Context: an optimization exercise on an open-source flow, tuned for small area and a short achievable clock period. The choices shown serve that exercise and are no tape-out recipe. At most, simulation tests tie the RTL to the original design; equivalence was not proved. Power and IR drop assume default switching activity.

run a:
## commit_fifo
module commit_fifo #(
    parameter int P_ADDR_WIDTH = 5,
    parameter int P_DATA_WIDTH = 32
) (
    input  logic                    clk,
    input  logic                    rst,
    input  logic                    wr_en,
    input  logic                    commit,
    input  logic [P_DATA_WIDTH-1:0] data_in,
    output logic                    full,
    input  logic                    rd_en,
    output logic [P_DATA_WIDTH-1:0] data_out,
    output logic                    empty
);
clock: 5.0 ns
lec_check: 0
cap_margin: 20
core_margin: 2
core_utilization: 65
cts_cluster_diameter: 100
cts_cluster_size: 30
setup_slack_margin: 2.85
slew_margin: 20
run.sh (not shown) runs the stock make flow with config.mk's settings and CLKGATE_MAP_FILE= SYNTH_SCRIPT=/design/flow/synth_recipe.tcl, a recipe that flattens the netlist after the stock synthesis.
Run a finished end to end and its layout was clean on timing, DRC and antenna.
> inputs changed (run a -> run b)
Settings: SETUP_SLACK_MARGIN changed from 2.85 to 3.0; CTS_CLUSTER_DIAMETER changed from 100 to 80; CTS_CLUSTER_SIZE changed from 30 to 24.
## What came out
Looking only at wire length of the first global-routing pass, and setting everything else aside, the lower value of run b and run a goes to run a. Cmp run b vs run a: detailed-routed wire length on met3 lower in run b. Sequential share of layout area ends up higher on run a. Summary of run b over run a: met2 track utilization from global routing increased 2.1 points; combinational cell fraction of total power now larger; sum of routed wire length over all layers shows an increase of about 0.6%.


## v4
Another version of the RTL of commit_fifo (not shown whole).
For scale: ~1100 flip-flops, ~71 I/O pins.
export LEC_CHECK = 0
export CAP_MARGIN = 20
export CORE_MARGIN = 2
export CORE_UTILIZATION = 40
export SETUP_SLACK_MARGIN = 2.8
export SLEW_MARGIN = 20
create_clock -name core_clock -period 5.0 [get_ports {clk}]
> inputs changed (v4 -> v21)
- SETUP_SLACK_MARGIN no longer set, was 2.8
[summary]
Compared to v4, v21 has maximum achievable frequency 83 MHz lower.
Global-route wire length before repair came out lower on v21 than on v4.
v21 vs v4 — final worst-path cycle share rose 11 points.
Taking v4 as the reference, in v21 number of failing setup endpoints in the final timing report held steady, share of final layout cell area taken by clock buffers and inverters barely changed, count of clock buffers in the final design went down about 1.4%.
No run of this note included a check of the RTL's function; only the layout flow was run.


== v18 ==
commit_fifo, a different RTL version from the one above (not shown whole).
Size in the first run: roughly 1100 flip-flops, roughly 71 I/O pins, roughly 41000 sq um of cells after synthesis.
==> flow/design.v (excerpt) <==
module commit_fifo #(
    parameter int P_ADDR_WIDTH = 5,
    parameter int P_DATA_WIDTH = 32
) (
    input  logic                    clk,
    input  logic                    rst,
    input  logic                    wr_en,
    input  logic                    commit,
    input  logic [P_DATA_WIDTH-1:0] data_in,
    output logic                    full,
    input  logic                    rd_en,
    output logic [P_DATA_WIDTH-1:0] data_out,
    output logic                    empty
);
make LEC_CHECK=0 CAP_MARGIN=20 CORE_MARGIN=2 CORE_UTILIZATION=40 SETUP_SLACK_MARGIN=3.0 SLEW_MARGIN=20 finish   # period 5.0 ns
v18: PASS, flow complete, no timing, DRC or antenna violations
Changes in v14 relative to v18:
Settings: CORE_UTILIZATION: 40 -> 65.
Notes after the runs:
- Both conditions hold for v14: the flow ran to the end and the final layout passed the timing, DRC and antenna checks.
- v14 vs v18 — non-clock buffer count climbed by more than 10%
- Sort v14 and v18 by chip height desc -> top: v18
- Side by side, largest voltage drop on the vdd net turned out higher in v14 than in v18.
- In v14, the slack of the critical path came out 0.11 ns above the value in v18.
- Summary of v14 over v18: overall track demand over capacity in global routing rose 17 points; power density over the cells rose about 1%.
- In the reports for v14 and v18, the larger via count belongs to v14.
- The first-iteration DRC count in v18 is 0.950 times that in v14.
- Relative to v18, the post-route cell area measured on v14 has decreased slightly.
- Going from v18 to v14, per-cell routed wire length moved up; simple-gate portion of the synthesized area ~0 delta.
Modified inputs, v1 compared to v14
Settings: setting CTS_BUF_LIST to sky130_fd_sc_hd__clkbuf_8 for the first time.
Results
Number of standard cells in the final layout excluding fillers for v1 is higher than for v14. v1 consumes less power than v14 does. Switching component of the power delta (v1 − v14): favourable. Compared with v14, v1 shows a clock power share that is 3.7 points lower. Global-route usage came out lower on v1 than on v14. In v1 the number of global-route vias before repair turned out 81 higher than in v14. Summary of v1 over v14: post-route worst hold slack now sits at about the same level, via count went down about 1.3%.
Function was not checked in any run of this note: the RTL went through the layout flow alone.


Setup of job 101:
The RTL this note starts from:
==> flow/design.v <==
module commit_fifo #(
    parameter int P_ADDR_WIDTH = 5,
    parameter int P_DATA_WIDTH = 32
) (
    input  logic                    clk,
    input  logic                    rst,
    input  logic                    wr_en,
    input  logic                    commit,
    input  logic [P_DATA_WIDTH-1:0] data_in,
    output logic                    full,
    input  logic                    rd_en,
    output logic [P_DATA_WIDTH-1:0] data_out,
    output logic                    empty
);
localparam int N = 2**P_ADDR_WIDTH;
logic [P_DATA_WIDTH-1:0] ram [N];
logic [P_ADDR_WIDTH:0] waddr_q;
logic [P_ADDR_WIDTH:0] waddr_commit;
logic [P_ADDR_WIDTH:0] raddr_q;
logic [N-1:0]          rsel_n;       
logic                  full_q;       
logic                  not_full_q;   
logic                  empty_p;      
logic                  discarding;
logic                  output_slot_avail;   
logic                  slot_used_q;         
logic [P_ADDR_WIDTH:0] waddr_inc;
logic [P_ADDR_WIDTH:0] raddr_inc;
logic                  occ_m1;       
logic                  ccnt_full;    
logic                  ccnt_one;     
assign waddr_inc = waddr_q + 1'b1;
assign raddr_inc = raddr_q + 1'b1;
assign occ_m1    = (waddr_inc    ^ raddr_q) == {1'b1, {P_ADDR_WIDTH{1'b0}}};
assign ccnt_full = (waddr_commit ^ raddr_q) == {1'b1, {P_ADDR_WIDTH{1'b0}}};
assign ccnt_one  = waddr_commit == raddr_inc;
logic ready, adv, wr_ok, wr_drop, wr_commit, full_next, avail_next;
assign ready     = rd_en || !slot_used_q;
assign adv       = ready && !empty_p;
assign wr_ok     = wr_en && not_full_q && !discarding;
assign wr_drop   = wr_en && !(not_full_q && !discarding);
assign wr_commit = wr_ok && commit;
assign full_next  = !rst && !adv && (wr_ok ? occ_m1 : wr_drop ? ccnt_full : !not_full_q);
assign avail_next = rst || (empty_p && ready);
assign full  = full_q;
assign empty = output_slot_avail;
for (genvar i = 0; i < N; i++) begin : g_ram
    always_ff @(posedge clk)
        if (not_full_q && waddr_q[P_ADDR_WIDTH-1:0] == i)
            ram[i] <= data_in;
end
logic [P_DATA_WIDTH-1:0] rdata;
always_comb begin
    rdata = '1;
    for (int i = 0; i < N; i++)
        rdata = rdata & ({P_DATA_WIDTH{rsel_n[i]}} | ram[i]);
end
always_ff @(posedge clk) begin
    full_q            <= full_next;
    not_full_q        <= !full_next;
    output_slot_avail <= avail_next;
    slot_used_q       <= !avail_next;
end
always_ff @(posedge clk)
    if (rst) begin
        discarding        <= 1'b0;
        waddr_q           <= '0;
        waddr_commit      <= '0;
        raddr_q           <= '0;
        rsel_n            <= {{(N-1){1'b1}}, 1'b0};
        empty_p           <= 1'b1;
    end else begin
        if (wr_en)
            discarding <= !commit && !(not_full_q && !discarding);
        if (wr_drop)
            waddr_q <= waddr_commit;
        else if (wr_ok)
            waddr_q <= waddr_inc;
        if (wr_commit)
            waddr_commit <= waddr_inc;
        if (adv) begin
            raddr_q <= raddr_inc;
            rsel_n  <= {rsel_n[N-2:0], rsel_n[N-1]};
        end
        empty_p <= !wr_commit && (adv ? ccnt_one : empty_p);
    end
logic [P_DATA_WIDTH-1:0] data_hold;
logic hold;
assign hold = slot_used_q && !rd_en;    
always_ff @(posedge clk)
    if (!hold)
        data_hold <= rdata;
always_ff @(posedge clk)
    data_out <= ready ? rdata : data_hold;
endmodule
make LEC_CHECK=0 CAP_MARGIN=20 CORE_MARGIN=2 CORE_UTILIZATION=65 CTS_CLUSTER_DIAMETER=90 CTS_CLUSTER_SIZE=27 PLACE_DENSITY=0.75 SETUP_SLACK_MARGIN=3.0 SLEW_MARGIN=20 finish   # period 5.0 ns
Job 101 reached the end of the flow, and the finished layout is clean on the timing, DRC and antenna checks.
Relative to job 101, the following input files were edited for job 102:
- CTS_CLUSTER_SIZE: 27 -> 24
- CTS_CLUSTER_DIAMETER: 90 -> 80
==> flow/flow/run.sh (new file) <==
#!/bin/bash
# Own layout flow: the standard flow, with one extra step after placement
# that moves the registers driving output ports next to their output
# buffers (see move_out_regs.tcl). Each tool's output goes to a log file of
# its own in the work folder.
set -euo pipefail
here=$(pwd)
res=$here/orfs/results/$FLOW_PLATFORM/commit_fifo/base
bash standard.sh synth floorplan place > $here/log_1_synth_floorplan_place.txt 2>&1
RES_DIR=$res openroad -no_init -exit $here/flow/move_out_regs.tcl > $here/log_2_move_out_regs.txt 2>&1
bash standard.sh > $here/log_3_cts_route_finish.txt 2>&1
test -s $here/out/final.def
==> flow/flow/move_out_regs.tcl (new file) <==
# Moves each register that drives an output port (through the port's output
# buffer) most of the way towards that buffer, then legalizes the placement.
# The register's output net is then short, and the longer wire moves to its
# input, which has timing slack to spare.
read_db $::env(RES_DIR)/3_place.odb
set block [ord::get_db_block]
set frac 0.75
set moved 0
foreach bterm [$block getBTerms] {
  if {[$bterm getIoType] ne "OUTPUT"} { continue }
  set net [$bterm getNet]
  set buf ""
  foreach it [$net getITerms] {
    if {[$it isOutputSignal]} { set buf [$it getInst] }
  }
  if {$buf eq ""} { continue }
  set bin ""
  foreach it [$buf getITerms] {
    if {[$it isInputSignal] && [$it getNet] ne "NULL"} { set bin [$it getNet] }
  }
  if {$bin eq ""} { continue }
  set ff ""
  foreach it [$bin getITerms] {
    if {[$it isOutputSignal]} { set ff [$it getInst] }
  }
  if {$ff eq ""} { continue }
  if {![[$ff getMaster] isSequential]} { continue }
  if {[llength [$bin getITerms]] != 2} { continue }
  set fl [$ff getLocation]
  set bl [$buf getLocation]
  set x [expr {int([lindex $fl 0] + $frac * ([lindex $bl 0] - [lindex $fl 0]))}]
  set y [expr {int([lindex $fl 1] + $frac * ([lindex $bl 1] - [lindex $fl 1]))}]
  puts "move [$ff getName] ([lindex $fl 0] [lindex $fl 1]) -> ($x $y), buffer [$buf getName] at ([lindex $bl 0] [lindex $bl 1])"
  $ff setLocation $x $y
  incr moved
}
puts "moved $moved registers"
detailed_placement
check_placement
write_db $::env(RES_DIR)/3_place.odb
==> flow/standard.sh (new file) <==
#!/bin/bash
# synth_recipe.tcl (not shown) runs the flow's synth.tcl, then flattens the netlist and writes it again
# the make line also repeats each setting of config.mk as NAME=value (left out here)
make -C /OpenROAD-flow-scripts/flow DESIGN_CONFIG=/design/flow/config.mk WORK_HOME=/design/flow/orfs CLKGATE_MAP_FILE= SYNTH_SCRIPT=/design/flow/synth_recipe.tcl "${@:-finish}"
removed: flow/run.sh
==> summary.txt <==
In job 102, the actual transition at the worst max-transition pin came out 0.041 ns below the value in job 101.
Changes observed in job 102 relative to job 101: routed metal-1 wirelength picked up an extra about 0.47%, net switching power of the design increased about 0.4%, power shows an increase of 210 µW.
Input changes introduced in job 103 (baseline for comparison: job 102):
- PLACE_DENSITY no longer set, was 0.75
==> flow/flow/run.sh <==
#!/bin/bash
# Own layout flow: the standard flow, with one extra step after placement
# that moves the registers driving output ports next to their output
# buffers (see move_out_regs.tcl), and clock tree synthesis without dummy
# loads (the same arguments as the standard flow's otherwise). Each tool's output goes to a log file of
# its own in the work folder.
set -euo pipefail
here=$(pwd)
res=$here/orfs/results/$FLOW_PLATFORM/commit_fifo/base
bash standard.sh synth floorplan place > $here/log_1_synth_floorplan_place.txt 2>&1
RES_DIR=$res openroad -no_init -exit $here/flow/move_out_regs.tcl > $here/log_2_move_out_regs.txt 2>&1
export CTS_ARGS="-sink_clustering_enable -repair_clock_nets -sink_clustering_size 24 -sink_clustering_max_diameter 80 -dont_use_dummy_load"
bash standard.sh > $here/log_3_cts_route_finish.txt 2>&1
test -s $here/out/final.def
Compare job 103 and job 102 | cell depth of the worst flop-to-flop path higher: job 102. On job 103: detailed placer's ending HPWL is 3.2% higher than what job 102 gave. Job 103 vs job 102, initial antenna violation count went up by 1. Post-detailed-route wirelength per cell (job 103 vs. job 102) increases by a few percent. Post-route minimum period: job 102 vs job 103 — no meaningful difference. | CTS clock-pin slew for the worst setup and hold paths | job 103 vs job 102 | ≈ equal |.
[inputs] job 104 vs job 103
- an added TNS_END_PERCENT of 20
==> flow/flow/run.sh <==
#!/bin/bash
# Own layout flow: the standard flow, with one extra step after placement
# that moves the registers driving output ports next to their output
# buffers (see move_out_regs.tcl). Each tool's output goes to a log file of
# its own in the work folder.
set -euo pipefail
here=$(pwd)
res=$here/orfs/results/$FLOW_PLATFORM/commit_fifo/base
bash standard.sh synth floorplan place > $here/log_1_synth_floorplan_place.txt 2>&1
RES_DIR=$res openroad -no_init -exit $here/flow/move_out_regs.tcl > $here/log_2_move_out_regs.txt 2>&1
bash standard.sh > $here/log_3_cts_route_finish.txt 2>&1
test -s $here/out/final.def
Results
Number of buffers other than clock buffers in the final layout, job 104 and job 103: higher on job 104. Summary of job 104 over job 103: critical path data required time has increased; minimum period implied by the final worst setup slack has increased. Of job 104 and job 103, the run reporting the higher overall routed net length was job 104. Cmp job 104 and job 103 / total power / higher: job 104. Taking job 103 as the reference, in job 104 achievable clock frequency went down 0.027 GHz, global-route total usage across every layer went up 0.50 points, number of antenna violations at the first check in global routing went down 2, wire length of the first global-routing pass went up 1.2%.

[static timing again, ports no longer ideal]
Ports are ideal in the flow. The routed layouts listed here were re-timed in OpenROAD.
Step 1 sets driving cells, clkbuf_16 on the clock port and buf_2 on the other inputs (assumed; they add their load-dependent delay and slew).
Step 2, shift: input delay + t, output delay - t, t = (earliest + latest rising clock arrival at the registers) / 2. This alone moves slack from input paths to output paths.
Slacks: ideal / step 1 / step 2; pairs: ideal / step 1.
run | t (ns) | setup WS [ns] | hold slack, ns | worst setup path at the end
run a | 0.701 | 2.843 / 2.774 / 2.223 | 0.440 / 0.440 / 0.440 | input to register
run b | 0.716 | 2.845 / 2.777 / 2.412 | 0.439 / 0.439 / 0.439 | input to register
v4 | 0.755 | 2.664 / 2.588 / 2.239 | 0.500 / 0.500 / 0.500 | input to register
v21 | 0.746 | 2.105 / 2.105 / 1.857 | 0.460 / 0.460 / 0.460 | input to register
v18 | 0.748 | 2.576 / 2.507 / 2.294 | 0.459 / 0.459 / 0.459 | input to register
v14 | 0.724 | 2.686 / 2.617 / 2.357 | 0.509 / 0.509 / 0.509 | input to register
v1 | 0.879 | 2.541 / 2.474 / 2.293 | 0.510 / 0.510 / 0.510 | input to register
job 101 | 0.712 | 2.880 / 2.812 / 2.337 | 0.436 / 0.436 / 0.436 | input to register
job 102 | 0.716 | 2.891 / 2.827 / 2.352 | 0.434 / 0.434 / 0.434 | input to register
job 103 | 0.700 | 2.889 / 2.825 / 2.298 | 0.450 / 0.450 / 0.450 | input to register
job 104 | 0.716 | 2.759 / 2.759 / 2.316 | 0.435 / 0.435 / 0.435 | input to register
After both steps every run listed still meets setup and hold. The setup slack of run a, which loses most, moves by -0.069 ns with the drivers and by -0.620 ns with both steps.
